From an optimization exercise on the open Yosys and OpenROAD flow, aimed at small area and a short achievable clock period; shortcuts taken in it are not production practice. RTL that was checked went through simulation tests only; none was proved equivalent to the original. Function not checked in run 4: the RTL went through the layout flow alone. In runs 2 to 6 the design's own scripts or RTL, not TritonCTS, make the clock network. The flow treats the clock pin as an ideal source. Dropping or thinning the clock tree relies on that and would not hold on a real chip. Power is estimated from default activity; no workload was simulated.

### flow/flow/run.sh
#!/bin/bash
# Own layout flow: the standard ORFS flow (standard.sh) with three changes:
#  - Yosys's final ABC mapping uses flow/map.abc (delay-targeted map with area
#    recovery) instead of ORFS's abc_speed script;
#  - ports are buffered with buf_1 instead of the default buffer cell;
#  - repair_timing aims for extra setup slack (SETUP_SLACK_MARGIN).
# Everything else (synthesis script, register names, SDC, clock period, PDN,
# tap cells, CTS, routing) is the standard flow. The make output goes to
# flow_make.log; ORFS writes each tool's own log under orfs/logs/.
set -euo pipefail
HERE=$(pwd)
cat > "$HERE/own_synth.tcl" <<EOT
# Same synthesis as synth_recipe.tcl; only the script given to the final abc call differs.
proc abc {args} {
  set i [lsearch -exact \$args -script]
  if {\$i >= 0} { lset args [expr {\$i + 1}] $HERE/flow/map.abc }
  yosys abc {*}\$args
}
source $HERE/synth_recipe.tcl
EOT
MARGIN=$(cat "$HERE/flow/margin.txt")
bash standard.sh "SYNTH_SCRIPT=$HERE/own_synth.tcl" \
  "BUFFER_PORTS_ARGS=-buffer_cell sky130_fd_sc_hd__buf_1" \
  "SETUP_SLACK_MARGIN=$MARGIN" finish > "$HERE/flow_make.log" 2>&1
### flow/flow/map.abc
strash
dch
map -D 2500
topo
stime -c
buffer -c
upsize -D 2500
dnsize -D 2500
### flow/flow/margin.txt
11.5
### flow/standard.sh
#!/bin/bash
# synth_recipe.tcl (not shown) runs the flow's synth.tcl, then flattens the netlist and writes it again
# the make line also repeats each setting of config.mk as NAME=value (left out here)
make -C /OpenROAD-flow-scripts/flow DESIGN_CONFIG=/design/flow/config.mk WORK_HOME=/design/flow/orfs CLKGATE_MAP_FILE= SYNTH_SCRIPT=/design/flow/synth_recipe.tcl "${@:-finish}"
### flow/config.mk
export PLATFORM = sky130hd
export DESIGN_NAME = alu_top
export DESIGN_NICKNAME = alu_top
export VERILOG_FILES = /design/flow/design.v
export SDC_FILE = /design/flow/constraint.sdc
export NUM_CORES = 4
export LEC_CHECK = 0
export CAP_MARGIN = 20
export CORE_MARGIN = 2
export CORE_UTILIZATION = 40
export SLEW_MARGIN = 20
### flow/constraint.sdc
create_clock -name core_clock -period 15.0 [get_ports {iClk}]
set_input_delay 3.0000 -clock core_clock [delete_from_list [all_inputs] [get_ports {iClk}]]
set_output_delay 3.0000 -clock core_clock [all_outputs]
set_load 0.01 [all_outputs]
### flow/design.v
module alu_top (
    input             iClk,
    input      [31:0] iDataA,
    input      [31:0] iDataB,
    input      [3:0]  iAluOp,
    output reg [31:0] oData,
    output reg        oZero
  );
  reg [31:0] rDataA;
  reg [31:0] rDataB;
  reg [3:0]  rAluOp;
  wire [31:0] wData;
  wire        wZero;
  ALU u_alu (
        .iDataA(rDataA),
        .iDataB(rDataB),
        .iAluOp(rAluOp),
        .oData(wData),
        .oZero(wZero)
      );
  always @(posedge iClk)
  begin
    rDataA <= iDataA;
    rDataB <= iDataB;
    rAluOp <= iAluOp;
    oData  <= wData;
    oZero  <= wZero;
  end
endmodule

module ALU (
    input  [31:0] iDataA,  
    input  [31:0] iDataB,  
    input  [3:0]  iAluOp,  
    output [31:0] oData,   
    output        oZero
  );
  wire [31:0] a  = iDataA;
  wire [31:0] b  = iDataB;
  wire [3:0]  op = iAluOp;
  wire op_sum  = ~op[0] & (op[3] | (~op[2] & ~op[1]));
  wire op_sll  = (op == 4'b0001);
  wire op_sr   = op[3] & ~op[1] & op[0];           
  wire op_sra  = (op == 4'b1101);
  wire op_slt  = (op == 4'b0010);
  wire op_sltu = (op == 4'b0011);
  wire op_xor  = (op == 4'b0100);
  wire op_or   = (op == 4'b0110);
  wire op_and  = (op == 4'b0111);
  wire op_eqz  = ~op[2] & ~op[1] & ~op[0];          
  wire op_bne  = (op == 4'b1100);
  wire op_blt  = (op == 4'b1010);
  wire op_bge  = (op == 4'b1110);
  wire op_none = (op == 4'b0101) | (op == 4'b1011) | (op == 4'b1111);
  wire sub = op[3] | (~op[2] & op[1]);
  wire [31:0] x  = a ^ b;
  wire [31:0] p  = x ^ {32{sub}};
  wire [31:0] g  = a & ~p;
  wire [31:0] bx = b ^ {32{sub}};
  wire g0_0 = g[0] | (p[0] & sub);
  wire p0_0 = p[0];
  wire g0_1 = g[1];
  wire p0_1 = p[1];
  wire g0_2 = g[2];
  wire p0_2 = p[2];
  wire g0_3 = g[3];
  wire p0_3 = p[3];
  wire g0_4 = g[4];
  wire p0_4 = p[4];
  wire g0_5 = g[5];
  wire p0_5 = p[5];
  wire g0_6 = g[6];
  wire p0_6 = p[6];
  wire g0_7 = g[7];
  wire p0_7 = p[7];
  wire g0_8 = g[8];
  wire p0_8 = p[8];
  wire g0_9 = g[9];
  wire p0_9 = p[9];
  wire g0_10 = g[10];
  wire p0_10 = p[10];
  wire g0_11 = g[11];
  wire p0_11 = p[11];
  wire g0_12 = g[12];
  wire p0_12 = p[12];
  wire g0_13 = g[13];
  wire p0_13 = p[13];
  wire g0_14 = g[14];
  wire p0_14 = p[14];
  wire g0_15 = g[15];
  wire p0_15 = p[15];
  wire g0_16 = g[16];
  wire p0_16 = p[16];
  wire g0_17 = g[17];
  wire p0_17 = p[17];
  wire g0_18 = g[18];
  wire p0_18 = p[18];
  wire g0_19 = g[19];
  wire p0_19 = p[19];
  wire g0_20 = g[20];
  wire p0_20 = p[20];
  wire g0_21 = g[21];
  wire p0_21 = p[21];
  wire g0_22 = g[22];
  wire p0_22 = p[22];
  wire g0_23 = g[23];
  wire p0_23 = p[23];
  wire g0_24 = g[24];
  wire p0_24 = p[24];
  wire g0_25 = g[25];
  wire p0_25 = p[25];
  wire g0_26 = g[26];
  wire p0_26 = p[26];
  wire g0_27 = g[27];
  wire p0_27 = p[27];
  wire g0_28 = g[28];
  wire p0_28 = p[28];
  wire g0_29 = g[29];
  wire p0_29 = p[29];
  wire g0_30 = g[30];
  wire p0_30 = p[30];
  wire g0_31 = g[31];
  wire p0_31 = p[31];
  wire gn1 = g0_1 | (p0_1 & g0_0);
  wire gn2 = g0_3 | (p0_3 & g0_2);
  wire pn2 = p0_3 & p0_2;
  wire gn3 = g0_5 | (p0_5 & g0_4);
  wire pn3 = p0_5 & p0_4;
  wire gn4 = g0_7 | (p0_7 & g0_6);
  wire pn4 = p0_7 & p0_6;
  wire gn5 = g0_9 | (p0_9 & g0_8);
  wire pn5 = p0_9 & p0_8;
  wire gn6 = g0_11 | (p0_11 & g0_10);
  wire pn6 = p0_11 & p0_10;
  wire gn7 = g0_13 | (p0_13 & g0_12);
  wire pn7 = p0_13 & p0_12;
  wire gn8 = g0_15 | (p0_15 & g0_14);
  wire pn8 = p0_15 & p0_14;
  wire gn9 = g0_17 | (p0_17 & g0_16);
  wire pn9 = p0_17 & p0_16;
  wire gn10 = g0_19 | (p0_19 & g0_18);
  wire pn10 = p0_19 & p0_18;
  wire gn11 = g0_21 | (p0_21 & g0_20);
  wire pn11 = p0_21 & p0_20;
  wire gn12 = g0_23 | (p0_23 & g0_22);
  wire pn12 = p0_23 & p0_22;
  wire gn13 = g0_25 | (p0_25 & g0_24);
  wire pn13 = p0_25 & p0_24;
  wire gn14 = g0_27 | (p0_27 & g0_26);
  wire pn14 = p0_27 & p0_26;
  wire gn15 = g0_29 | (p0_29 & g0_28);
  wire pn15 = p0_29 & p0_28;
  wire gn16 = g0_31 | (p0_31 & g0_30);
  wire pn16 = p0_31 & p0_30;
  wire gn17 = gn2 | (pn2 & gn1);
  wire gn18 = gn4 | (pn4 & gn3);
  wire pn18 = pn4 & pn3;
  wire gn19 = gn6 | (pn6 & gn5);
  wire pn19 = pn6 & pn5;
  wire gn20 = gn8 | (pn8 & gn7);
  wire pn20 = pn8 & pn7;
  wire gn21 = gn10 | (pn10 & gn9);
  wire pn21 = pn10 & pn9;
  wire gn22 = gn12 | (pn12 & gn11);
  wire pn22 = pn12 & pn11;
  wire gn23 = gn14 | (pn14 & gn13);
  wire pn23 = pn14 & pn13;
  wire gn24 = gn16 | (pn16 & gn15);
  wire pn24 = pn16 & pn15;
  wire gn25 = gn18 | (pn18 & gn17);
  wire gn26 = gn20 | (pn20 & gn19);
  wire pn26 = pn20 & pn19;
  wire gn27 = gn22 | (pn22 & gn21);
  wire pn27 = pn22 & pn21;
  wire gn28 = gn24 | (pn24 & gn23);
  wire pn28 = pn24 & pn23;
  wire gn29 = gn26 | (pn26 & gn25);
  wire gn30 = gn28 | (pn28 & gn27);
  wire pn30 = pn28 & pn27;
  wire gn31 = gn30 | (pn30 & gn29);
  wire gn32 = gn27 | (pn27 & gn29);
  wire gn33 = gn19 | (pn19 & gn25);
  wire gn34 = gn21 | (pn21 & gn29);
  wire gn35 = gn23 | (pn23 & gn32);
  wire gn36 = gn3 | (pn3 & gn17);
  wire gn37 = gn5 | (pn5 & gn25);
  wire gn38 = gn7 | (pn7 & gn33);
  wire gn39 = gn9 | (pn9 & gn29);
  wire gn40 = gn11 | (pn11 & gn34);
  wire gn41 = gn13 | (pn13 & gn32);
  wire gn42 = gn15 | (pn15 & gn35);
  wire gn43 = g0_2 | (p0_2 & gn1);
  wire gn44 = g0_4 | (p0_4 & gn17);
  wire gn45 = g0_6 | (p0_6 & gn36);
  wire gn46 = g0_8 | (p0_8 & gn25);
  wire gn47 = g0_10 | (p0_10 & gn37);
  wire gn48 = g0_12 | (p0_12 & gn33);
  wire gn49 = g0_14 | (p0_14 & gn38);
  wire gn50 = g0_16 | (p0_16 & gn29);
  wire gn51 = g0_18 | (p0_18 & gn39);
  wire gn52 = g0_20 | (p0_20 & gn34);
  wire gn53 = g0_22 | (p0_22 & gn40);
  wire gn54 = g0_24 | (p0_24 & gn32);
  wire gn55 = g0_26 | (p0_26 & gn41);
  wire gn56 = g0_28 | (p0_28 & gn35);
  wire gn57 = g0_30 | (p0_30 & gn42);
  wire [31:0] cgen = {gn31, gn57, gn42, gn56, gn35, gn55, gn41, gn54, gn32, gn53, gn40, gn52, gn34, gn51, gn39, gn50, gn29, gn49, gn38, gn48, gn33, gn47, gn37, gn46, gn25, gn45, gn36, gn44, gn17, gn43, gn1, g0_0};
  wire [31:0] sum = p ^ {cgen[30:0], sub};
  wire cout = cgen[31];
  wire ltu = ~cout;
  wire lts = (a[31] ^ b[31]) ? a[31] : ltu;
  wire ovf = |b[31:5];
  wire [31:0] r;
  genvar i;
  generate
    for (i = 0; i < 32; i = i + 1) begin : rev_in
      assign r[i] = op_sll ? a[31-i] : a[i];
    end
  endgenerate
  wire fill = op_sra & a[31];
  wire [31:0] s0 = b[0] ? {fill,       r[31:1]}  : r;
  wire [31:0] s1 = b[1] ? {{2{fill}},  s0[31:2]} : s0;
  wire [31:0] s2 = b[2] ? {{4{fill}},  s1[31:4]} : s1;
  wire [31:0] s3 = b[3] ? {{8{fill}},  s2[31:8]} : s2;
  wire [31:0] sr = b[4] ? {{16{fill}}, s3[31:16]} : s3;
  wire sel_p = op_xor | op_or;
  wire sel_g = op_or | op_and;
  wire [31:0] lg = ({32{sel_p}} & p) | ({32{sel_g}} & g);
  wire sel_r  = op_sr  & ~ovf;
  wire sel_l  = op_sll & ~ovf;
  wire [31:0] sr_rev;
  generate
    for (i = 0; i < 32; i = i + 1) begin : rev_out
      assign sr_rev[i] = sr[31-i];
    end
  endgenerate
  wire ov_r  = op_sr  & ovf;    
  wire ov_l  = op_sll & ovf;    
  wire lt_bit = (op_slt & lts) | (op_sltu & ltu);
  wire [31:0] other = ({32{sel_r}} & sr) | ({32{sel_l}} & sr_rev) | lg
                    | {32{ov_r & fill}}
                    | {ov_l & a[0], 30'b0, (ov_r & a[31]) | lt_bit};
  assign oData = ({32{op_sum}} & sum) | other;
  wire dz = ~|oData;
  assign oZero = op_bne ? ~dz : (op_blt | op_bge) ? (lts ^ op[2]) : dz;
endmodule
==> flow_metrics.py, run 1 <==
metrics = {
    "run_status": {
        "run_status": "timing/DRC/antenna clean",
    },
    "min_path": {
        "min_path_cells": 2,
        "hold_path_end": "oZero",
        "min_from": "rAluOp[3]",
        "hp-class": "register to register",
    },
    "synthesis": {
        "ys_seq_area_share_pct": 29.47,
        "netlist_top_cells_area": "dfxtp_1, nand2_1, o21ai_0",
        "synth_common_cells": "nand2_1, o21ai_0, nor2_1",
        "syn_nets": 1130,
        "synth.most_common_cell": "nand2_1",
        "ys.flop_type": "dfxtp_1",
        "synth_edf_count": 0,
        "yosys.area.top_type": "dfxtp_1",
        "async_flop_share_pct": 0,
        "synth_area_per_cell_um2": 6.467,
        "synth.distinct_cells": 59,
        "post-synth-top-area-fraction_pct": 29.47,
        "synth.cell_area_mm2": 0.006862,
        "ys_ff_latch": 101,
        "ys_warn_count": 1,
        "netlist_instances": 1061,
    },
    "power_and_ir_drop": {
        "peakVddDrop_mv": 0.08339,
        "power_density_mw_per_mm2": 99.07,
        "power.total_uw": 816.7,
        "seqPwrFrac_pct": 37.9,
        "switchingPower_uw": 305.4,
        "p_int_uw": 511.3,
        "combPwrFrac_pct": 35.8,
        "p_leak_uw": 0.003650,
        "swShare_pct": 37.39,
        "pwr-share-clk_pct": 26.3,
    },
    "floorplanning": {
        "die_area_mm2": 0.01822,
        "start_util_pct": 41.08,
        "die_y_um": 135.0,
        "rows": 47,
        "die_w_um": 135.0,
        "pin_count": 102,
        "coreArea_mm2": 0.01670,
    },
    "sta": {
        "hold_viol": 0,
        "slew-limit-headroom_pct": 45.35,
        "period_needed_ns": 3.796,
        "min_period_over_period_pct": 25.31,
        "fin_tns_setup_ns": 0,
        "worst_slew_pin_slew_ns": 0.8094,
        "rsz0062_at_grt": "true",
        "drv_slew": 0,
        "fin_skew_ns": 0.01106,
        "fmax_ghz": 0.2634,
        "setup_viol": 0,
        "whs_ns": 0.6237,
    },
    "critical_path": {
        "crit_family": "flip-flops",
        "crit_chain": "buf_6",
        "r2r-end": "oZero",
        "worst-path-buf-inv": 1,
        "start_kind": "register",
        "setup.worst_path.end_class": "primary output",
        "critPathMaxFanout": 1,
        "slowest_delay_ns": 0.33,
        "r2r_cells": 19,
        "slowest_stage": "dfxtp_2",
        "crit_type": "register to primary output",
        "reg2reg_slack_ns": 11.21,
        "arrival_ns": 0.80,
        "worstReg2RegStart": "rAluOp[1]",
        "critPathRequiredTime_ns": 12.00,
    },
    "route": {
        "dr.pass1.iters": 5,
        "routed_wl_um": 26040,
        "vias_per_cell": 5.553,
        "ant_nets": 0,
        "drcViolationCount": 0,
        "first_iter_violations": 952,
        "vias": 7624,
        "wl_per_cell_um": 18.97,
    },
    "global_routing": {
        "grt_pass1_wl_um": 37460,
        "use_met1_pct": 38.58,
        "grt_pass1_vias": 6577,
        "grt_max_degree": 67,
        "grtUsageMet2_pct": 40.33,
        "grt_usage_pct": 27.43,
        "grt_busiest_layer": "met2",
        "overflow": 0,
        "grt_use_met3_pct": 5.706,
        "antenna_found_initial": 0,
    },
    "clocking": {
        "cts_num_sinks": 101,
        "cts_tree": "built",
        "hold_buffers": 0,
        "cts_buffers": 9,
        "h-tree-depth": 3,
        "cts_buffer_depth": 2,
        "clkTransAtPathRegs_ns": 0.07,
        "worstSkewPairLatency_ns": 0.36,
        "cts_root_buffer": "clkbuf_16",
    },
    "layout": {
        "seqCellArea_mm2": 0.002036,
        "fill_cells": 1750,
        "area_growth_pct": 20.15,
        "n_antenna_cell": 0,
        "nNetsFinal": 1217,
        "multi_input_area_mm2": 0.004506,
        "drive_gt1_share_pct": 14.31,
    },
    "place": {
        "gp_congestion": 1.013,
        "dp_hpwl_um": 19230,
        "io_buffers": 101,
    },
    "job": {
        "max-cap-violations": 0,
    },
}
-- cell families after synthesis --
logic type | after synthesis | synth area share (%)
compound gates | 295 | 25.91
buf+inv | 149 | 8.661
simple gates | 453 | 27.22
mux | 5 | 0.7294
flops | 101 | 29.47
xor+xnor | 58 | 8.005
-- flip-flops by register name (all words and copies together), names as in the netlist --
| signal | flops |
|---|---|
| rDataA | 32 |
| rAluOp | 4 |
| rDataB | 32 |
| oZero | 1 |
| oData | 32 |
-- worst max-delay path by stage --
stage	from	end	cells past startpoint
floorplan	oData[0]	oData[0]	0
global placement	rDataB[4]	oZero	14
detailed placement	rDataB[4]	oZero	14
CTS	oData[11]	oData[11]	1
global route	rAluOp[0]	oZero	23
finish	oData[11]	oData[11]	1
-- placed cells by master, fill, tap and decap left out, types with 9 or more instances in the layout --
| cell | count |
|---|---|
| a21oi_1 | 51 |
| a221oi_1 | 10 |
| a31oi_1 | 9 |
| buf_1 | 68 |
| buf_2 | 27 |
| buf_4 | 20 |
| buf_6 | 9 |
| clkbuf_16 | 10 |
| dfxtp_1 | 90 |
| dfxtp_2 | 11 |
| inv_1 | 82 |
| nand2_1 | 258 |
| nand3_1 | 33 |
| nor2_1 | 96 |
| nor3_1 | 14 |
| nor4_1 | 9 |
| o21ai_0 | 92 |
| o21ai_1 | 35 |
| o21ai_2 | 11 |
| o22ai_1 | 21 |
| xnor2_1 | 23 |
| xor2_1 | 23 |
-- final cells by class --
class / instances / area share [%]
repair inverters: 2 / 0.1214
clock buffers: 11 / 2.823
inverters: 93 / 4.477
flip-flops and latches: 101 / 24.69
clock inverters: 5 / 0.4401
repair buffers: 130 / 9.455
multi-input cells: 811 / 54.65
well taps: 220 / 3.339
-- worst min-delay path: cells and delay by family, from the launching register on --
family	cells	cell delay (ns)
flip-flops	1	0.37
AO/OA/AOI/OAI	2	0.20
-- through the flow --
stage          util [%]  instances  setup slack (ns)  instance area, µm²
2_1_floorplan         -       1061             11.67                6862
5_1_grt           49.36       1373             10.93                8244
6_report          49.36       1373             11.20                8244
3_3_place_gp      44.12       1338             10.41                7368
3_5_place_dp      44.12       1338             10.41                7368
4_1_cts           47.33       1360             11.20                7904
-- power groups by stage --
| stage | clock [µW] | combinational [µW] | sequential [µW] |
|---|---|---|---|
| 2_1_floorplan | 0 | 170 | 317 |
| 3_3_place_gp | 0 | 249 | 314 |
| 3_5_place_dp | 0 | 248 | 314 |
| 4_1_cts | 220 | 264 | 308 |
| 5_1_grt | 229 | 318 | 312 |
| 6_report | 215 | 293 | 309 |
-- per-layer routing --
layer	up-vias	part of all wire, %	routed length (µm)
li1	3762	-	-
met5	-	0	0
met4	0	4.2	1093
met1	3415	44	11540
met2	394	42	10950
met3	53	9.4	2459
-- repair_timing --
action / 4_1_cts / 5_1_grt
pin swaps: 1 / 16
endpoints found under the setup margin: 55 / 42
resized for setup: 81 / 81
setup buffers: 5 / 9
gates cloned: 1 / 4
endpoints found under the hold margin: 0 / 0
==> inputs of run 2 (changes only) <==
--- a/flow/flow/run.sh
+++ b/flow/flow/run.sh
@@ -4,7 +4,10 @@
 #    recovery) instead of ORFS's abc_speed script;
 #  - ports are buffered with buf_1 instead of the default buffer cell;
-#  - repair_timing aims for extra setup slack (SETUP_SLACK_MARGIN).
+#  - repair_timing aims for extra setup slack (SETUP_SLACK_MARGIN);
+#  - the clock is distributed by flow/own_cts.tcl (run as the CTS step's
+#    PRE_CTS_TCL hook) instead of TritonCTS: four clkbuf_16, each driving a
+#    quarter of the flip-flops, so every flip-flop sees one buffer stage.
 # Everything else (synthesis script, register names, SDC, clock period, PDN,
-# tap cells, CTS, routing) is the standard flow. The make output goes to
+# tap cells, placement, routing) is the standard flow. The make output goes to
 # flow_make.log; ORFS writes each tool's own log under orfs/logs/.
 set -euo pipefail
@@ -22,3 +25,3 @@
 bash standard.sh "SYNTH_SCRIPT=$HERE/own_synth.tcl" \
   "BUFFER_PORTS_ARGS=-buffer_cell sky130_fd_sc_hd__buf_1" \
-  "SETUP_SLACK_MARGIN=$MARGIN" finish > "$HERE/flow_make.log" 2>&1
+  "SETUP_SLACK_MARGIN=$MARGIN" "PRE_CTS_TCL=$HERE/flow/own_cts.tcl" finish > "$HERE/flow_make.log" 2>&1
==> flow/flow/margin.txt (replaced) <==
11.4
==> flow/flow/own_cts.tcl (new file) <==
# Clock distribution without TritonCTS. The flip-flops are split into NCLK
# groups by position (halves in x, then halves in y); the clock port drives one
# clkbuf_16 per group, placed at the group's centre, and each buffer drives its
# group's clock pins. All flip-flops see one buffer stage, so skew stays small.
set nclk 4
set block [ord::get_db_block]
set dbu [$block getDbUnitsPerMicron]
set flops {}
foreach inst [$block getInsts] {
  if {[[$inst getMaster] isSequential]} {
    set loc [$inst getLocation]
    lappend flops [list [$inst getName] [lindex $loc 0] [lindex $loc 1]]
  }
}
proc split_half {items idx} {
  set s [lsort -integer -index $idx $items]
  set h [expr {[llength $s] / 2}]
  return [list [lrange $s 0 [expr {$h - 1}]] [lrange $s $h end]]
}
set groups {}
foreach half [split_half $flops 1] {
  if {$nclk == 4} {
    foreach q [split_half $half 2] { lappend groups $q }
  } else {
    lappend groups $half
  }
}
set k 0
foreach g $groups {
  set xs 0; set ys 0; set pins {}
  foreach f $g {
    set xs [expr {$xs + [lindex $f 1]}]; set ys [expr {$ys + [lindex $f 2]}]
    lappend pins [get_pins "[lindex $f 0]/CLK"]
  }
  set cx [expr {double($xs) / [llength $g] / $dbu}]
  set cy [expr {double($ys) / [llength $g] / $dbu}]
  set b [insert_buffer -buffer_cell sky130_fd_sc_hd__clkbuf_16 -net iClk -load_pins $pins \
           -location [list $cx $cy] -buffer_name clkbuf_own_$k -net_name clknet_own_$k]
  set buf [$block findInst [get_full_name $b]]
  foreach it [$buf getITerms] {
    set nt [$it getNet]
    if {$nt ne "NULL"} { $nt setSigType CLOCK }
  }
  puts "own clock buffer [$buf getName] at $cx $cy drives [llength $g] flip-flops"
  incr k
}
proc clock_tree_synthesis {args} { puts "clock_tree_synthesis skipped: clock buffered by the own flow" }
==> run 2 against run 1 <==
Compared with the run above: sequential share of layout area decreased by 0.17 points; utilization increased by 0.67 points; first-iteration DRC count decreased by 6.2%; fmax decreased by 0.78%; synthesized area unchanged; routed wire length decreased by 0.38%; clock skew increased by 0.0051 ns; die area unchanged; sequential cell count unchanged; final cell count decreased by 0.15%; critical endpoint is now oZero.
==> flow_metrics.py, run 2 <==
metrics = {
    "synthesis": {
        "synth.cell_area_mm2": 0.006862,
        "post-synth-top-area-fraction_pct": 29.47,
        "synth.distinct_cells": 59,
        "async_flop_share_pct": 0,
        "yosys.area.top_type": "dfxtp_1",
        "synth_edf_count": 0,
        "netlist_top_cells_area": "dfxtp_1, nand2_1, o21ai_0",
        "synth_area_per_cell_um2": 6.467,
        "netlist_instances": 1061,
        "syn_nets": 1130,
        "ys.flop_type": "dfxtp_1",
        "synth_common_cells": "nand2_1, o21ai_0, nor2_1",
        "ys_ff_latch": 101,
        "synth.most_common_cell": "nand2_1",
        "ys_seq_area_share_pct": 29.47,
        "ys_warn_count": 1,
    },
    "layout": {
        "utilization_pct": 50.04,
        "reg_top3": "oData (32), rDataA (32), rDataB (32)",
        "fill_cells": 1730,
        "final_cell_mix": "nand2_1, nor2_1, o21ai_0",
        "final_common_cell": "nand2_1",
        "nNetsFinal": 1222,
        "drive_gt1_share_pct": 16.33,
        "seqCellArea_mm2": 0.002049,
        "post-route-cell-area_mm2": 0.008357,
        "multi_input_area_mm2": 0.004634,
        "n_antenna_cell": 0,
        "area_growth_pct": 21.79,
    },
    "place": {
        "gp_congestion": 1.013,
        "dpl_cell_area_mm2": 0.007368,
        "io_buffers": 101,
        "dp_hpwl_um": 19230,
    },
    "floorplanning": {
        "die_area_mm2": 0.01822,
        "die_w_um": 135.0,
        "start_util_pct": 41.08,
        "coreArea_mm2": 0.01670,
        "die_y_um": 135.0,
        "pin_count": 102,
        "rows": 47,
    },
    "run_status": {
        "run_status": "timing/DRC/antenna clean",
    },
    "job": {
        "max-cap-violations": 0,
    },
    "critical_path": {
        "crit_type": "register to register",
        "worst-path-buf-inv": 4,
        "crit_chain": "inv_2 > o21ai_4 > buf_12 > clkinvlp_4 > o21ai_2 > nand2_2 > o21ai_4 > nand3_2 > o211ai_4 > nand3_2 > nand2_4 > inv_1 > o21ai_0 > a21oi_1 > o21ai_0 > o2111ai_1 > nor4_1 > nand3_1 > nor2_2 > nand4_1 > nor2_2 > a21oi_1 > o22ai_1",
        "crit_family": "compound AO/OA/AOI/OAI gates",
        "slowest_delay_ns": 0.37,
        "critPathRequiredTime_ns": 15.09,
        "critPathMaxFanout": 6,
        "slowest_stage": "dfxtp_2",
        "start_kind": "register",
        "setup.worst_path.end_class": "register",
        "arrival_ns": 3.91,
    },
    "power_and_ir_drop": {
        "power.total_uw": 735.7,
        "p_leak_uw": 0.003657,
        "power_density_mw_per_mm2": 88.03,
        "peakVddDrop_mv": 0.09792,
    },
    "global_routing": {
        "grt_pass1_vias": 6502,
        "antenna_found_initial": 0,
        "grt_usage_pct": 26.34,
        "overflow": 0,
        "grt_max_degree": 67,
        "grt_pass1_wl_um": 37070,
    },
    "route": {
        "first_iter_violations": 893,
        "drcViolationCount": 0,
        "routed_wl_um": 25940,
        "wl_per_cell_um": 18.92,
        "dr.pass1.iters": 5,
        "ant_nets": 0,
        "vias": 7716,
        "vias_per_cell": 5.628,
    },
    "sta": {
        "worst_slew_pin_slew_ns": 0.8511,
        "fmax_ghz": 0.2614,
        "fin_skew_ns": 0.01619,
        "period_needed_ns": 3.826,
        "drv_slew": 0,
        "min_period_over_period_pct": 25.51,
        "setup_viol": 0,
        "fin_tns_setup_ns": 0,
        "slew-limit-headroom_pct": 42.54,
        "rsz0062_at_grt": "true",
        "hold_viol": 0,
    },
    "min_path": {
        "hp-class": "register to register",
    },
    "clocking": {
        "clkTransAtPathRegs_ns": 0.09,
        "worstSkewPairLatency_ns": 0.16,
    },
}
## run 2: cell count changes in the layout (fill, tap and decap cells not counted), moves of 3 or more
cell / previous run / this run
dfxtp_2: 11 / 19
clkbuf_16: 10 / 5
nor2_1: 96 / 93
buf_2: 27 / 18
buf_4: 20 / 30
buf_6: 9 / 18
xor2_4: 1 / 4
nor2_2: 3 / 6
dfxtp_1: 90 / 81
nand2_1: 258 / 255
## run 2: kinds of logic after synthesis
family                    count (synthesis)  synth area share [%]
AOI/OAI and AO/OA                       295                 25.91
xor gates and xnor gates                 58                 8.005
buffers and inverters                   149                 8.661
DFF                                     101                 29.47
muxes                                     5                0.7294
and+or+nand+nor                         453                 27.22
## run 2: stage by stage
stage               std cells  worst slack (ns)  hold slack [ns]
CTS                      1347             11.23           0.5870
finish                   1371             11.17           0.6459
global route             1371             10.88           0.7215
detailed placement       1338             10.41           0.6202
global placement         1338             10.41           0.6192
floorplan                1061             11.67           0.5607
## run 2: routing by layer
metal	share of wire [%]	vias up	GRT usage (%)
li1	-	3764	-
met1	43	3467	38.75
met2	43	425	39.65
met3	9.8	60	3.153
met4	4.2	0	9.259
met5	0	-	0
## run 2: cell type report, without the clock buffers
cell class / count / share of cell area (%)
Multi-Input combinational cell: 811 / 55.46
Timing Repair inverter: 2 / 0.1198
Sequential cell: 101 / 24.52
Inverter: 93 / 4.417
Timing Repair Buffer: 140 / 10.99
Tap cell: 220 / 3.294
## run 2: what timing repair did
action / 4_1_cts / 5_1_grt
setup endpoints to repair: 17 / 35
gates cloned: 1 / 4
pin swaps: 1 / 25
hold buffers: 0 / 0
resized for setup: 49 / 188
buffers inserted: 4 / 20
## run 2: worst paths after layout
check / startpoint / end / slack, ns / cells after the start
worst min register to register: rAluOp[3] / oZero / 0.65 / 2
worst min-delay path: rAluOp[3] / oZero / 0.65 / 2
worst max-delay path: rAluOp[1] / oZero / 11.17 / 23
worst max register to register: rAluOp[1] / oZero / 11.17 / 23
## run 2: worst min-delay path: stages, from the launching register on
cell	delay (ns)
dfxtp_2	0.38
a21oi_1	0.14
o22ai_1	0.09
## run 2: report_power, final
| group | switching (µW) | internal [µW] | total, µW |
|---|---|---|---|
| registers | 16.9 | 294 | 311 |
| clock network | 62.8 | 48.9 | 112 |
| logic | 195 | 118 | 313 |
| total | 275 | 461 | 736 |
==> inputs of run 3 (changes only) <==
--- a/flow/flow/run.sh
+++ b/flow/flow/run.sh
@@ -1,4 +1,4 @@
 #!/bin/bash
-# Own layout flow: the standard ORFS flow (standard.sh) with three changes:
+# Own layout flow: the standard ORFS flow (standard.sh) with these changes:
 #  - Yosys's final ABC mapping uses flow/map.abc (delay-targeted map with area
 #    recovery) instead of ORFS's abc_speed script;
@@ -7,5 +7,7 @@
 #  - the clock is distributed by flow/own_cts.tcl (run as the CTS step's
 #    PRE_CTS_TCL hook) instead of TritonCTS: four clkbuf_16, each driving a
-#    quarter of the flip-flops, so every flip-flop sees one buffer stage.
+#    quarter of the flip-flops, so every flip-flop sees one buffer stage;
+#  - the repair after global routing is skipped (SKIP_INCREMENTAL_REPAIR), as
+#    it mostly upsized cells for paths it could not speed up.
 # Everything else (synthesis script, register names, SDC, clock period, PDN,
 # tap cells, placement, routing) is the standard flow. The make output goes to
@@ -25,3 +27,4 @@
 bash standard.sh "SYNTH_SCRIPT=$HERE/own_synth.tcl" \
   "BUFFER_PORTS_ARGS=-buffer_cell sky130_fd_sc_hd__buf_1" \
-  "SETUP_SLACK_MARGIN=$MARGIN" "PRE_CTS_TCL=$HERE/flow/own_cts.tcl" finish > "$HERE/flow_make.log" 2>&1
+  "SETUP_SLACK_MARGIN=$MARGIN" "PRE_CTS_TCL=$HERE/flow/own_cts.tcl" \
+  SKIP_INCREMENTAL_REPAIR=1 finish > "$HERE/flow_make.log" 2>&1
==> run 3 against run 2 <==
Compared with the run above: still clean on timing, DRC and antenna; critical path depth is 2 higher; power is 6.6% lower; clock power hardly changed; final cell count is 1.8% lower; fmax is 0.98% lower; utilization is 3.9 points lower; synthesized cell count stayed put; critical endpoint unchanged; largest power group is now sequential cells; highest routed layer unchanged.
==> flow_metrics.py, run 3 <==
metrics = {
    "run_status": {
        "run_status": "timing/DRC/antenna clean",
    },
    "global_routing": {
        "grt_usage_pct": 26.34,
        "overflow": 0,
        "grt_max_degree": 67,
        "antenna_found_initial": 0,
        "grt_pass1_vias": 6502,
        "grt_pass1_wl_um": 37070,
    },
    "critical_path": {
        "path_common_cell": "nor2_1",
        "worst-path-buf-inv": 4,
        "arrival_ns": 3.95,
        "crit_family": "simple AND/OR/NAND/NOR gates",
        "worstReg2RegStart": "rAluOp[0]",
        "slowest_stage": "dfxtp_1",
        "r2r-end": "oZero",
        "r2r_cells": 25,
        "slowest_delay_ns": 0.39,
        "critPathMaxFanout": 66,
        "crit_type": "register to register",
        "reg2reg_slack_ns": 11.14,
        "setup.worst_path.end_class": "register",
        "critPathRequiredTime_ns": 15.09,
        "start_kind": "register",
    },
    "layout": {
        "area_growth_pct": 12.22,
        "fin_cells": 1347,
        "drive_gt1_share_pct": 6.300,
        "final_cell_mix": "nand2_1, o21ai_0, nor2_1, buf_1, dfxtp_1",
        "reg_top3": "oData (32), rDataA (32), rDataB (32)",
        "n_antenna_cell": 0,
        "nNetsFinal": 1198,
        "final_common_cell": "nand2_1",
    },
    "route": {
        "drcViolationCount": 0,
        "vias_per_cell": 5.472,
        "wl_per_cell_um": 18.27,
        "ant_nets": 0,
        "vias": 7371,
        "dr.pass1.iters": 5,
        "routed_wl_um": 24610,
        "first_iter_violations": 826,
    },
    "sta": {
        "worst_slew_pin_slew_ns": 0.8962,
        "fmax_ghz": 0.2588,
        "period_needed_ns": 3.864,
        "min_period_over_period_pct": 25.76,
        "fin_tns_setup_ns": 0,
        "fin_skew_ns": 0.01321,
        "drv_slew": 0,
        "hold_viol": 0,
        "slew-limit-headroom_pct": 40.19,
        "setup_viol": 0,
    },
    "synthesis": {
        "synth.most_common_cell": "nand2_1",
        "synth.cell_area_mm2": 0.006862,
        "ys_warn_count": 1,
        "synth.distinct_cells": 59,
        "netlist_top_cells_area": "dfxtp_1, nand2_1, o21ai_0",
        "yosys.area_share.simple_pct": 27.22,
        "synth_common_cells": "nand2_1, o21ai_0, nor2_1",
        "muxShareOfSynthArea_pct": 0.7294,
        "synth_xor_area_share_pct": 8.005,
        "post-synth-top-area-fraction_pct": 29.47,
        "synth_area_per_cell_um2": 6.467,
        "synth_edf_count": 0,
        "ys_seq_area_share_pct": 29.47,
        "yosys.area.top_type": "dfxtp_1",
        "synth_top_family_by_area": "simple AND/OR/NAND/NOR gates",
        "synth_compound_area_share_pct": 25.91,
        "synthAdderAreaFrac_pct": 0,
        "syn_nets": 1130,
        "ys_ff_latch": 101,
        "async_flop_share_pct": 0,
        "netlist_instances": 1061,
        "ys.flop_type": "dfxtp_1",
    },
    "power_and_ir_drop": {
        "p_leak_uw": 0.003306,
        "power_density_mw_per_mm2": 89.19,
        "peakVddDrop_mv": 0.09778,
    },
    "floorplanning": {
        "die_w_um": 135.0,
        "die_y_um": 135.0,
        "pin_count": 102,
        "die_area_mm2": 0.01822,
        "coreArea_mm2": 0.01670,
        "rows": 47,
        "start_util_pct": 41.08,
    },
    "min_path": {
        "min_from": "rAluOp[3]",
        "min_path_cells": 2,
        "hp-class": "register to register",
        "hold_path_end": "oZero",
    },
    "clocking": {
        "hold_buffers": 0,
        "worstSkewPairLatency_ns": 0.16,
        "clkTransAtPathRegs_ns": 0.09,
        "post_cts_buffers": 4,
        "cts-resized-gates": 49,
    },
    "place": {
        "io_buffers": 101,
        "dp_hpwl_um": 19230,
        "dpl.cell_count": 1338,
        "gp_congestion": 1.013,
    },
    "job": {
        "max-cap-violations": 0,
    },
}
-- run 3: area by class of cell, without the clock buffers --
| cell class | instances | area, µm² |
|---|---|---|
| Tap cell | 220 | 275.3 |
| Timing Repair Buffer | 118 | 569.3 |
| Multi-Input combinational cell | 811 | 4370 |
| Sequential cell | 101 | 2026 |
| Fill cell | 1780 | 9001 |
| Inverter | 93 | 359.1 |
-- run 3: worst min-delay path, stage by stage (launching register included) --
cell and delay (ns):
dfxtp_2 0.36, a21oi_1 0.12, o22ai_1 0.07
-- run 3: through the flow --
step / instance area, µm² / hold slack, ns / utilization (%) / setup slack, ns / power [µW]
2_1_floorplan: 6862 / 0.5607 / - / 11.67 / 486.6
6_report: 7700 / 0.5992 / 46.10 / 11.14 / 686.7
3_3_place_gp: 7368 / 0.6192 / 44.12 / 10.41 / 563.3
4_1_cts: 7700 / 0.5870 / 46.10 / 11.23 / 663.6
3_5_place_dp: 7368 / 0.6202 / 44.12 / 10.41 / 562.1
5_1_grt: 7700 / 0.6900 / 46.10 / 10.55 / 730.6
-- run 3: per-layer routing --
| layer | GRT usage, % | wire (µm) |
|---|---|---|
| met5 | 0 | 0 |
| met3 | 3.153 | 2116 |
| met2 | 39.65 | 10200 |
| met1 | 38.75 | 11280 |
| met4 | 9.259 | 1014 |
-- run 3: power breakdown --
| part | total, µW | internal (µW) | switching (µW) |
|---|---|---|---|
| clock network | 111 | 48.8 | 62.3 |
| registers | 308 | 293 | 15.2 |
| logic | 268 | 88.5 | 179 |
| total | 687 | 430 | 257 |
-- run 3: worst max path at each step --
stage	start	end	slack (ns)	cells past startpoint
floorplan	oData[0]	oData[0]	11.67	0
global placement	rDataB[4]	oZero	10.41	14
detailed placement	rDataB[4]	oZero	10.41	14
CTS	rAluOp[0]	oZero	11.23	23
global route	rAluOp[0]	oZero	10.55	19
finish	rAluOp[0]	oZero	11.14	25
-- run 3: cell families after synthesis --
group | after synthesis
AO/OA/AOI/OAI | 295
XOR/XNOR | 58
buffers and inverters | 149
flip-flops | 101
multiplexers | 5
AND/OR/NAND/NOR | 453
==> inputs of run 4 (changes only) <==
--- a/flow/design.v
+++ b/flow/design.v
@@ -210,4 +210,6 @@
   wire ltu = ~cout;
   wire lts = (a[31] ^ b[31]) ? a[31] : ltu;
+  wire [31:0] kz = {a[30:0] | bx[30:0], sub};
+  wire sum_zero = ~|(p ^ kz);
   wire ovf = |b[31:5];
   wire [31:0] r;
@@ -224,7 +226,9 @@
   wire [31:0] s3 = b[3] ? {{8{fill}},  s2[31:8]} : s2;
   wire [31:0] sr = b[4] ? {{16{fill}}, s3[31:16]} : s3;
+  wire shift_zero = ovf ? ~(fill | r[31]) : ~|sr;
   wire sel_p = op_xor | op_or;
   wire sel_g = op_or | op_and;
   wire [31:0] lg = ({32{sel_p}} & p) | ({32{sel_g}} & g);
+  wire logic_zero = ~|lg;
   wire sel_r  = op_sr  & ~ovf;
   wire sel_l  = op_sll & ~ovf;
@@ -242,5 +246,12 @@
                     | {ov_l & a[0], 30'b0, (ov_r & a[31]) | lt_bit};
   assign oData = ({32{op_sum}} & sum) | other;
-  wire dz = ~|oData;
-  assign oZero = op_bne ? ~dz : (op_blt | op_bge) ? (lts ^ op[2]) : dz;
+  assign oZero = (op_eqz & sum_zero)
+               | (op_bne & ~sum_zero)
+               | (op_blt & lts)
+               | (op_bge & ~lts)
+               | (op_slt & ~lts)
+               | (op_sltu & ~ltu)
+               | ((op_sll | op_sr) & shift_zero)
+               | ((op_xor | op_or | op_and) & logic_zero)
+               | op_none;
 endmodule
==> flow/flow/run.sh (replaced) <==
#!/bin/bash
# Own layout flow: the standard ORFS flow (standard.sh) with these changes:
#  - Yosys's final ABC mapping uses flow/map.abc (delay-targeted map with area
#    recovery) instead of ORFS's abc_speed script;
#  - ports are buffered with buf_1 instead of the default buffer cell;
#  - repair_timing aims for extra setup slack (SETUP_SLACK_MARGIN), with the
#    margins in flow/params.sh: one up to CTS, one for the repair after global
#    routing (which works on the worst path only, or is skipped);
#  - the clock is distributed by flow/own_cts.tcl (run as the CTS step's
#    PRE_CTS_TCL hook) instead of TritonCTS: four clkbuf_16, each driving a
#    quarter of the flip-flops, so every flip-flop sees one buffer stage.
# Everything else (synthesis script, register names, SDC, clock period, PDN,
# tap cells, placement, routing) is the standard flow. The make output goes to
# flow_make_*.log; ORFS writes each tool's own log under orfs/logs/.
set -euo pipefail
HERE=$(pwd)
source "$HERE/flow/params.sh"
cat > "$HERE/own_synth.tcl" <<EOT
# Same synthesis as synth_recipe.tcl; only the script given to the final abc call differs.
proc abc {args} {
  set i [lsearch -exact \$args -script]
  if {\$i >= 0} { lset args [expr {\$i + 1}] $HERE/flow/map.abc }
  yosys abc {*}\$args
}
source $HERE/synth_recipe.tcl
EOT
COMMON=("SYNTH_SCRIPT=$HERE/own_synth.tcl"
  "BUFFER_PORTS_ARGS=-buffer_cell sky130_fd_sc_hd__buf_1"
  "PRE_CTS_TCL=$HERE/flow/own_cts.tcl")
bash standard.sh "${COMMON[@]}" "SETUP_SLACK_MARGIN=$MARGIN_CTS" cts > "$HERE/flow_make_cts.log" 2>&1
if [[ "$MARGIN_GRT" == skip ]]; then
  bash standard.sh "${COMMON[@]}" "SETUP_SLACK_MARGIN=$MARGIN_CTS" SKIP_INCREMENTAL_REPAIR=1 finish > "$HERE/flow_make_finish.log" 2>&1
else
  bash standard.sh "${COMMON[@]}" "SETUP_SLACK_MARGIN=$MARGIN_GRT" TNS_END_PERCENT=0 finish > "$HERE/flow_make_finish.log" 2>&1
fi
==> flow/flow/params.sh (new file) <==
MARGIN_CTS=11.4
MARGIN_GRT=skip
removed: flow/flow/margin.txt
==> run 4 against run 3 <==
Compared with the run above: sequential share of layout area fell by 1.6 points; synthesized area rose by 8.9%; synthesized cell count rose by 10%; fmax rose by 4.5%; clock skew rose by 0.0057 ns; via count rose by 11%; still clean; die area rose by 8.7%; final cell count rose by 9.0%; worst hold slack improved by 0.13 ns; worst setup slack improved by 0.17 ns; clock power barely moved.
==> flow_metrics.py, run 4 <==
metrics = {
    "global_routing": {
        "overflow": 0,
        "grt_pass1_vias": 7390,
        "grt_pass1_wl_um": 41710,
        "grt_max_degree": 67,
        "grt_usage_pct": 26.80,
        "antenna_found_initial": 0,
    },
    "route": {
        "wl_per_cell_um": 18.55,
        "routed_wl_um": 27240,
        "drcViolationCount": 0,
        "vias": 8173,
        "vias_per_cell": 5.567,
        "dr.pass1.iters": 6,
        "ant_nets": 0,
        "first_iter_violations": 971,
    },
    "job": {
        "max-cap-violations": 0,
    },
    "place": {
        "dp_hpwl_um": 21810,
        "io_buffers": 101,
        "gp_congestion": 1.005,
        "dpl.cell_count": 1456,
    },
    "run_status": {
        "run_status": "timing/DRC/antenna clean",
    },
    "sta": {
        "fin_skew_ns": 0.01890,
        "hold_viol": 0,
        "period_needed_ns": 3.696,
        "fin_tns_setup_ns": 0,
        "setup_viol": 0,
        "min_period_over_period_pct": 24.64,
        "drv_slew": 0,
        "slew-limit-headroom_pct": 41.62,
        "fmax_ghz": 0.2705,
        "worst_slew_pin_slew_ns": 0.8747,
    },
    "power_and_ir_drop": {
        "combPwrFrac_pct": 39.8,
        "pwr-share-clk_pct": 16.1,
        "peakVddDrop_mv": 0.1008,
        "power_density_mw_per_mm2": 85.68,
        "p_int_uw": 432.4,
        "power.total_uw": 701.7,
        "p_leak_uw": 0.003598,
        "seqPwrFrac_pct": 44.0,
        "swShare_pct": 38.37,
        "switchingPower_uw": 269.2,
    },
    "critical_path": {
        "reg2reg_slack_ns": 11.30,
        "critPathMaxFanout": 15,
        "path_common_cell": "nor2_1",
        "r2r-end": "oData[23]",
        "critPathCapture": "oData[23]",
        "setup.worst_path.end_class": "register",
        "r2r_cells": 18,
        "crit_chain": "inv_2 > o21ai_4 > buf_12 > buf_4 > xor2_2 > inv_1 > nor2_1 > nor2_1 > nand2_1 > nor2_2 > a211oi_2 > nand2_2 > a31oi_1 > nor3_1 > nor2_1 > a31oi_1 > a21oi_1 > o221ai_1",
        "worstReg2RegStart": "rAluOp[1]",
        "crit_type": "register to register",
        "arrival_ns": 3.69,
        "critPathLaunch": "rAluOp[1]",
        "critPathRequiredTime_ns": 15.00,
        "slowest_delay_ns": 0.42,
        "slowest_stage": "dfxtp_1",
        "start_kind": "register",
    },
    "synthesis": {
        "async_flop_share_pct": 0,
        "synth.most_common_cell": "nand2_1",
        "ys_ff_latch": 101,
        "synth.distinct_cells": 63,
        "netlist_instances": 1172,
        "ys.flop_type": "dfxtp_1",
        "synth.cell_area_mm2": 0.007475,
        "netlist_top_cells_area": "dfxtp_1, nand2_1, o21ai_0",
        "ys_seq_area_share_pct": 27.05,
        "yosys.area.top_type": "dfxtp_1",
        "synth_edf_count": 0,
        "ys_warn_count": 1,
        "synth_area_per_cell_um2": 6.378,
        "synth_common_cells": "nand2_1, o21ai_0, nor2_1",
        "syn_nets": 1241,
        "post-synth-top-area-fraction_pct": 27.05,
    },
    "layout": {
        "n_antenna_cell": 0,
        "drive_gt1_share_pct": 6.376,
        "area_growth_pct": 9.558,
        "final_cell_mix": "nand2_1, o21ai_0, nor2_1",
        "fin_cells": 1468,
        "final_common_cell": "nand2_1",
        "reg_top3": "oData (32), rDataA (32), rDataB (32)",
        "nNetsFinal": 1310,
    },
    "floorplanning": {
        "start_util_pct": 41.19,
        "die_y_um": 140.7,
        "coreArea_mm2": 0.01815,
        "pin_count": 102,
        "die_area_mm2": 0.01980,
        "rows": 49,
        "die_w_um": 140.7,
    },
    "clocking": {
        "clkTransAtPathRegs_ns": 0.10,
        "post_cts_buffers": 6,
        "cts-resized-gates": 17,
        "worstSkewPairLatency_ns": 0.17,
        "hold_buffers": 0,
    },
    "min_path": {
        "hp-class": "register to register",
    },
}
==> run 4: worst min-delay path by stage <==
stage                         start        end  slack, ns  cells past startpoint
after floorplan           rDataA[0]  oData[31]       0.55                      2
after global placement    rAluOp[2]   oData[0]       0.74                      3
after detailed placement  rAluOp[1]      oZero       0.75                      3
after CTS                 rAluOp[3]   oData[0]       0.71                      3
after global routing      rAluOp[3]   oData[0]       0.76                      3
final                     rAluOp[3]   oData[0]       0.73                      3
==> run 4: metrics by stage <==
stage          cell area [µm²]  hold WS [ns]  util, %  setup slack [ns]
3_3_place_gp              7964        0.7402    43.88             10.98
6_report                  8189        0.7301    45.13             11.30
2_1_floorplan             7475        0.5526        -             11.67
4_1_cts                   8189        0.7150    45.13             11.40
3_5_place_dp              7964        0.7501    43.88             10.85
5_1_grt                   8189        0.7617    45.13             10.93
==> run 4: layer usage <==
layer / global-route usage [%] / up-vias / share of wire [%]
met5: 0 / - / 0
met4: 10.26 / 0 / 4.7
met3: 4.246 / 55 / 9.5
met2: 39.82 / 415 / 41
met1: 38.91 / 3626 / 45
li1: - / 4077 / -
==> run 4: logic make-up (layout without fill, tap and decap cells) <==
logic type,count (synthesis),count (layout),share of synthesized area (%)
AOI/OAI and AO/OA,322,322,25.66
xor gates and xnor gates,57,57,7.482
buffers and inverters,197,264,10.50
DFF,101,101,27.05
muxes,5,5,0.6696
and+or+nand+nor,490,490,28.64
==> run 4: critical path: cells and delay by family, from the launching register on <==
family / cells / cell delay, ns
and+or+nand+nor: 7 / 1.04
DFF: 1 / 0.42
buffers and inverters: 4 / 0.48
xor gates and xnor gates: 1 / 0.14
AOI/OAI and AO/OA: 6 / 1.44
==> run 4: final cells by class, without the clock buffers <==
type | count | area, µm²
Fill cell | 1991 | 9958
Inverter | 142 | 541.8
Multi-Input combinational cell | 874 | 4687
Sequential cell | 101 | 2024
Tap cell | 229 | 286.5
Timing Repair Buffer | 117 | 544.3
Timing Repair inverter | 1 | 5.005
==> run 4: power by group through the flow <==
stage               registers, µW  logic (µW)  clock network (µW)
global route                  312         308                 129
CTS                           316         272                88.9
detailed placement            315         266                   0
finish                        309         279                 113
global placement              315         267                   0
floorplan                     317         184                   0
==> inputs of run 5 (changes only) <==
--- a/flow/design.v
+++ b/flow/design.v
@@ -210,6 +210,5 @@
   wire ltu = ~cout;
   wire lts = (a[31] ^ b[31]) ? a[31] : ltu;
-  wire [31:0] kz = {a[30:0] | bx[30:0], sub};
-  wire sum_zero = ~|(p ^ kz);
+  wire sum_zero = ~|sum;
   wire ovf = |b[31:5];
   wire [31:0] r;
@@ -226,5 +225,12 @@
   wire [31:0] s3 = b[3] ? {{8{fill}},  s2[31:8]} : s2;
   wire [31:0] sr = b[4] ? {{16{fill}}, s3[31:16]} : s3;
-  wire shift_zero = ovf ? ~(fill | r[31]) : ~|sr;
+  wire [4:0] sh = b[4:0] | {5{ovf}};
+  wire [31:0] keep;
+  generate
+    for (i = 0; i < 32; i = i + 1) begin : keep_m
+      assign keep[i] = (sh <= i);
+    end
+  endgenerate
+  wire shift_zero = ~|(r & keep);
   wire sel_p = op_xor | op_or;
   wire sel_g = op_or | op_and;
==> flow/flow/params.sh (replaced) <==
MARGIN_CTS=11.4
MARGIN_GRT=11.3
==> run 5 against run 4 <==
Compared with the run above: routed wire length increased by 2.4%; utilization is 1.4 points higher; worst hold slack got worse by 0.068 ns; via count increased by 0.53%; synthesized area down 2.6%; sequential share of layout area decreased by 0.35 points; final cell count is 1.8% lower; largest cell class unchanged.
==> flow_metrics.py, run 5 <==
metrics = {
    "synthesis": {
        "ys_ff_latch": 101,
        "ys_seq_area_share_pct": 27.76,
        "post-synth-top-area-fraction_pct": 27.76,
        "synth.distinct_cells": 52,
        "ys_warn_count": 1,
        "synth.cell_area_mm2": 0.007283,
        "synth_area_per_cell_um2": 6.423,
        "synth.most_common_cell": "nand2_1",
        "yosys.area.top_type": "dfxtp_1",
        "synth_edf_count": 0,
        "netlist_top_cells_area": "dfxtp_1, nand2_1, o21ai_0",
        "netlist_instances": 1134,
        "async_flop_share_pct": 0,
        "synth_common_cells": "nand2_1, o21ai_0, inv_1",
        "ys.flop_type": "dfxtp_1",
        "syn_nets": 1203,
    },
    "layout": {
        "n_antenna_cell": 0,
        "area_growth_pct": 14.26,
        "reg_top3": "oData (32), rDataA (32), rDataB (32)",
        "utilization_pct": 46.48,
        "nNetsFinal": 1283,
        "final_cell_mix": "nand2_1, o21ai_0, inv_1",
        "drive_gt1_share_pct": 8.333,
        "fill_cells": 1907,
        "final_common_cell": "nand2_1",
    },
    "min_path": {
        "hp-class": "register to register",
    },
    "run_status": {
        "run_status": "timing/DRC/antenna clean",
    },
    "route": {
        "dr.pass1.iters": 6,
        "drcViolationCount": 0,
        "vias_per_cell": 5.702,
        "wl_per_cell_um": 19.36,
        "vias": 8216,
        "ant_nets": 0,
        "routed_wl_um": 27890,
        "first_iter_violations": 1022,
    },
    "critical_path": {
        "arrival_ns": 0.71,
        "crit_chain": "buf_1",
        "critPathRequiredTime_ns": 12.00,
        "worst-path-buf-inv": 1,
        "slowest_delay_ns": 0.38,
        "crit_family": "flip-flops",
        "crit_type": "register to primary output",
        "slowest_stage": "dfxtp_1",
        "critPathMaxFanout": 1,
        "setup.worst_path.end_class": "primary output",
        "start_kind": "register",
    },
    "floorplanning": {
        "die_w_um": 138.9,
        "start_util_pct": 40.68,
        "die_y_um": 138.9,
        "die_area_mm2": 0.01930,
        "pin_count": 102,
        "coreArea_mm2": 0.01790,
        "rows": 49,
    },
    "place": {
        "dp_hpwl_um": 21850,
        "io_buffers": 101,
        "gp_congestion": 1.009,
    },
    "sta": {
        "drv_slew": 0,
        "fin_skew_ns": 0.01659,
        "fin_tns_setup_ns": 0,
        "fmax_ghz": 0.2696,
        "rsz0062_at_grt": "true",
        "slew-limit-headroom_pct": 32.99,
        "whs_ns": 0.6622,
        "period_needed_ns": 3.709,
        "worst_slew_pin_slew_ns": 1.001,
        "min_period_over_period_pct": 24.72,
        "hold_viol": 0,
        "setup_viol": 0,
    },
    "power_and_ir_drop": {
        "power_density_mw_per_mm2": 88.94,
        "p_leak_uw": 0.003605,
        "peakVddDrop_mv": 0.1012,
    },
    "global_routing": {
        "antenna_found_initial": 0,
        "grt_usage_pct": 27.00,
        "grt_max_degree": 66,
        "grt_pass1_vias": 7045,
        "overflow": 0,
        "grt_pass1_wl_um": 41030,
    },
    "clocking": {
        "hold_buffers": 0,
        "clkTransAtPathRegs_ns": 0.10,
        "worstSkewPairLatency_ns": 0.16,
    },
    "job": {
        "max-cap-violations": 0,
    },
}
## run 5: changes by cell type in the layout (fill, tap and decap cells not counted), sizes merged, moves of 5 or more
cell    before  now
a22oi       11    6
buf        116  131
or2          7   13
nand2      243  257
a21oi       56   39
o21ai      153  176
nor3        27   19
nand4       19   13
xnor2       18   13
xor2        39   64
a2111o       1    6
nor2       139  101
inv        136  105
nand3       27   32
## run 5: worst paths after layout
check	slack, ns	cells after the start	startpoint	to
max	11.29	1	oData[25]	oData[25]
min	0.66	3	rAluOp[2]	oZero
max reg2reg	11.41	20	rAluOp[2]	oZero
min reg2reg	0.66	3	rAluOp[2]	oZero
## run 5: metal layers
metal | share of wire (%) | routed length, µm | up-vias | global-route usage [%]
met5 | 0 | 0 | - | 0
met4 | 4.5 | 1267 | 0 | 10.58
met3 | 10 | 2839 | 65 | 4.972
met2 | 41 | 11540 | 480 | 39.62
met1 | 44 | 12250 | 3671 | 39.13
li1 | - | - | 4000 | -
## run 5: area by class of cell, without the clock buffers
| type | count | area [µm²] | share of cell area [%] |
|---|---|---|---|
| multi-input cells | 865 | 4818 | 57.90 |
| flip-flops and latches | 101 | 2028 | 24.37 |
| repair buffers | 132 | 673.1 | 8.089 |
| inverters | 110 | 415.4 | 4.992 |
| well taps | 229 | 286.5 | 3.443 |
## run 5: cell families (layout without fill, tap and decap cells)
logic type,Yosys count,after routing,synth area share [%]
muxes,4,4,0.5498
buffers and inverters,168,246,9.071
and+or+nand+nor,458,458,26.39
AOI/OAI and AO/OA,326,326,26.51
DFF,101,101,27.76
xor gates and xnor gates,77,77,9.723
## run 5: repair_timing
action | CTS | global route
pin swaps | 5 | 15
cloned | 1 | 1
setup endpoints to repair | 31 | 29
setup buffers | 6 | 14
resized for setup | 19 | 39
## run 5: per-stage QoR
stage               setup WS (ns)  cells  power [µW]  area [µm²]
floorplan                   11.67   1134       500.5        7283
global placement            10.91   1415       594.9        7771
detailed placement          10.96   1415       592.3        7771
CTS                         11.41   1426       693.1        8028
global route                11.21   1441       782.5        8322
finish                      11.29   1441       740.1        8322
## run 5: report_power, final
group          switching (µW)  internal (µW)  total (µW)
Combinational             211            104         315
Sequential               16.5            296         312
Clock                    64.2           48.9         113
Total                     292            448         740
## run 5: worst reg2reg max path: stages (launching register included)
cell	delay, ns
dfxtp_4	0.39
inv_4	0.05
a21oi_4	0.27
buf_12	0.18
buf_4	0.12
xor2_2	0.25
nand2_2	0.10
o211ai_2	0.10
nand4_1	0.12
nand2_2	0.11
nand3_1	0.07
and2_4	0.17
buf_4	0.15
o21ai_1	0.30
xor2_1	0.23
nor2b_1	0.15
nand4_1	0.12
nor3_1	0.23
nand4_1	0.11
nor2_1	0.16
o2111ai_1	0.11
==> inputs of run 6 (changes only) <==
==> flow/flow/params.sh (replaced) <==
MARGIN_CTS=11.2
MARGIN_GRT=skip
==> run 6 against run 5 <==
Compared with the run above: via count decreased by 2.8%; register-to-register slack lost 0.35 ns; die area unchanged; sequential power about the same; clock power about the same; first-iteration DRC count increased by 8.3%; still clean on timing, DRC and antenna; combinational power shrank 9.2%; largest cell class unchanged; routed wire length shrank 2.7%.
==> flow_metrics.py, run 6 <==
metrics = {
    "synthesis": {
        "async_flop_share_pct": 0,
        "synth_common_cells": "nand2_1, o21ai_0, inv_1",
        "netlist_instances": 1134,
        "synth.distinct_cells": 52,
        "netlist_top_cells_area": "dfxtp_1, nand2_1, o21ai_0",
        "post-synth-top-area-fraction_pct": 27.76,
        "ys_ff_latch": 101,
        "ys_seq_area_share_pct": 27.76,
        "yosys.area.top_type": "dfxtp_1",
        "syn_nets": 1203,
        "synth.cell_area_mm2": 0.007283,
        "ys.flop_type": "dfxtp_1",
        "ys_warn_count": 1,
        "synth_area_per_cell_um2": 6.423,
        "synth.most_common_cell": "nand2_1",
        "synth_edf_count": 0,
    },
    "critical_path": {
        "reg2reg_slack_ns": 11.06,
        "worstReg2RegStart": "rAluOp[1]",
        "slowest_delay_ns": 0.46,
        "r2r-end": "oZero",
        "slowest_stage": "xnor2_1",
        "critPathRequiredTime_ns": 15.05,
        "critPathMaxFanout": 36,
        "start_kind": "register",
        "setup.worst_path.end_class": "register",
        "path_common_cell": "nand2_1",
        "arrival_ns": 3.99,
        "crit_chain": "a21oi_4 > buf_8 > or2_2 > nand2_1 > nand2_1 > nand2_1 > nand3_1 > o211ai_2 > nand4_1 > nand2_1 > nand3_1 > and2_4 > xnor2_1 > nand2_1 > nor4_1 > nand4_1 > nor3_1 > nand4_1 > nor2_1 > o2111ai_1",
        "crit_type": "register to register",
        "r2r_cells": 20,
    },
    "route": {
        "drcViolationCount": 0,
        "ant_nets": 0,
        "routed_wl_um": 27150,
        "wl_per_cell_um": 19.11,
        "vias_per_cell": 5.617,
        "vias": 7982,
        "dr.pass1.iters": 5,
        "first_iter_violations": 1107,
    },
    "sta": {
        "setup_viol": 0,
        "drv_slew": 0,
        "worst_slew_pin_slew_ns": 0.9967,
        "fin_skew_ns": 0.01633,
        "period_needed_ns": 3.940,
        "slew-limit-headroom_pct": 33.31,
        "min_period_over_period_pct": 26.27,
        "hold_viol": 0,
        "fin_ws_ns": 11.06,
        "fmax_ghz": 0.2538,
        "fin_tns_setup_ns": 0,
    },
    "power_and_ir_drop": {
        "power_density_mw_per_mm2": 89.76,
        "p_leak_uw": 0.003439,
        "peakVddDrop_mv": 0.1009,
        "power.total_uw": 710.0,
    },
    "layout": {
        "n_antenna_cell": 0,
        "final_common_cell": "nand2_1",
        "fill_cells": 1944,
        "area_growth_pct": 8.607,
        "nNetsFinal": 1263,
        "drive_gt1_share_pct": 3.691,
        "seqCellArea_mm2": 0.002022,
        "reg_top3": "oData (32), rDataA (32), rDataB (32)",
        "multi_input_area_mm2": 0.004619,
        "final_cell_mix": "nand2_1, o21ai_0, inv_1",
    },
    "floorplanning": {
        "die_w_um": 138.9,
        "die_y_um": 138.9,
        "pin_count": 102,
        "start_util_pct": 40.68,
        "coreArea_mm2": 0.01790,
        "die_area_mm2": 0.01930,
        "rows": 49,
    },
    "place": {
        "gp_congestion": 1.009,
        "io_buffers": 101,
        "post-place-ws_ns": 10.96,
        "dp_hpwl_um": 21850,
    },
    "global_routing": {
        "grt_max_degree": 66,
        "grt_usage_pct": 26.81,
        "grt_busiest_layer": "met1",
        "antenna_found_initial": 0,
        "grt_pass1_wl_um": 40820,
        "overflow": 0,
        "grtUsageMet2_pct": 39.05,
        "grt_pass1_vias": 7033,
        "use_met1_pct": 39.11,
        "grt_use_met3_pct": 4.662,
    },
    "clocking": {
        "post_cts_buffers": 2,
        "worstSkewPairLatency_ns": 0.16,
        "hold_buffers": 0,
        "clkTransAtPathRegs_ns": 0.10,
        "cts-resized-gates": 7,
    },
    "min_path": {
        "hold_path_end": "oZero",
        "min_path_cells": 2,
        "min_from": "rAluOp[2]",
        "hp-class": "register to register",
    },
    "run_status": {
        "run_status": "timing/DRC/antenna clean",
    },
    "job": {
        "max-cap-violations": 0,
    },
}
[run 6: cell counts after synthesis]
Identical to the previous run, type by type.
[run 6: through the flow]
stage / util [%] / area [µm²] / hold slack (ns) / instances
floorplan: - / 7283 / 0.5708 / 1134
global placement: 43.41 / 7771 / 0.6371 / 1415
detailed placement: 43.41 / 7771 / 0.6263 / 1415
CTS: 44.19 / 7910 / 0.6294 / 1421
global route: 44.19 / 7910 / 0.6912 / 1421
finish: 44.19 / 7910 / 0.6316 / 1421
[run 6: final cells by class, without the clock buffers]
| type | count | share of cell area, % |
|---|---|---|
| timing repair buffer | 112 | 5.932 |
| sequential | 101 | 25.56 |
| tap | 229 | 3.622 |
| inverter | 110 | 5.220 |
| multi-input combinational | 865 | 58.40 |
[run 6: cell families (layout without fill, tap and decap cells)]
logic type | after synthesis | after routing | synth area share, %
AO/OA/AOI/OAI | 326 | 326 | 26.51
XOR/XNOR | 77 | 77 | 9.723
AND/OR/NAND/NOR | 458 | 458 | 26.39
multiplexers | 4 | 4 | 0.5498
flip-flops | 101 | 101 | 27.76
buffers and inverters | 168 | 226 | 9.071
[run 6: metal layers]
metal,vias up,part of all wire (%)
li1,3961,-
met1,3525,45
met2,430,40
met3,66,9.4
met4,0,4.8
met5,-,0
[run 6: worst max-delay path by stage]
stage	end	slack [ns]	from	cells past startpoint
6_report	oZero	11.06	rAluOp[1]	20
5_1_grt	oZero	10.66	rAluOp[2]	23
4_1_cts	oZero	11.17	rAluOp[1]	20
3_5_place_dp	oZero	10.96	rAluOp[2]	22
3_3_place_gp	oZero	10.91	rAluOp[2]	19
2_1_floorplan	oData[0]	11.67	oData[0]	0
[run 6: critical path: cells and delay by family (launching register included)]
family	cells	cell delay [ns]
compound gates	3	0.31
xor+xnor	1	0.46
buf+inv	1	0.21
flops	1	0.45
simple gates	15	2.34
[run 6: power breakdown]
group / switching [µW] / internal [µW] / leakage, µW / total, µW
registers: 16.0 / 296 / 0.000849 / 312
clock network: 63.5 / 48.9 / 0.0000493 / 112
logic: 199 / 87.2 / 0.00254 / 286
total: 278 / 432 / 0.00344 / 710

-- separate check: timing with driven ports --
In the flow no input, the clock included, has a driving cell. The finished layouts below were timed again as built, in two steps.
Step 1 assumes that a clkbuf_16 drives the clock port and a buf_2 every other input.
Step 2 moves the port delays by t, midway between the first and last clock arrival at a register: inputs arrive t later, outputs are due t later. That takes back most of the time a late clock gives input paths.
a / b / c = no drivers / after step 1 / after step 2; a / b = the first two.
run	shift t [ns]	slack for setup (ns)	clock arrival spread, ns	worst data-port slew with drivers (ns)	cell pins on the clock port's net
run 1	0.395	11.204 / 11.160 / 11.215	0.013 / 0.014	0.04	1
run 2	0.246	11.174 / 11.174 / 11.174	0.018 / 0.018	0.04	4
run 3	0.242	11.136 / 11.136 / 11.136	0.015 / 0.015	0.04	4
run 4	0.256	11.304 / 11.246 / 11.304	0.021 / 0.020	0.03	4
run 5	0.247	11.291 / 11.201 / 11.405	0.019 / 0.019	0.03	4
run 6	0.248	11.060 / 11.060 / 11.060	0.019 / 0.019	0.03	4
After both steps setup and hold are still met in every run listed.
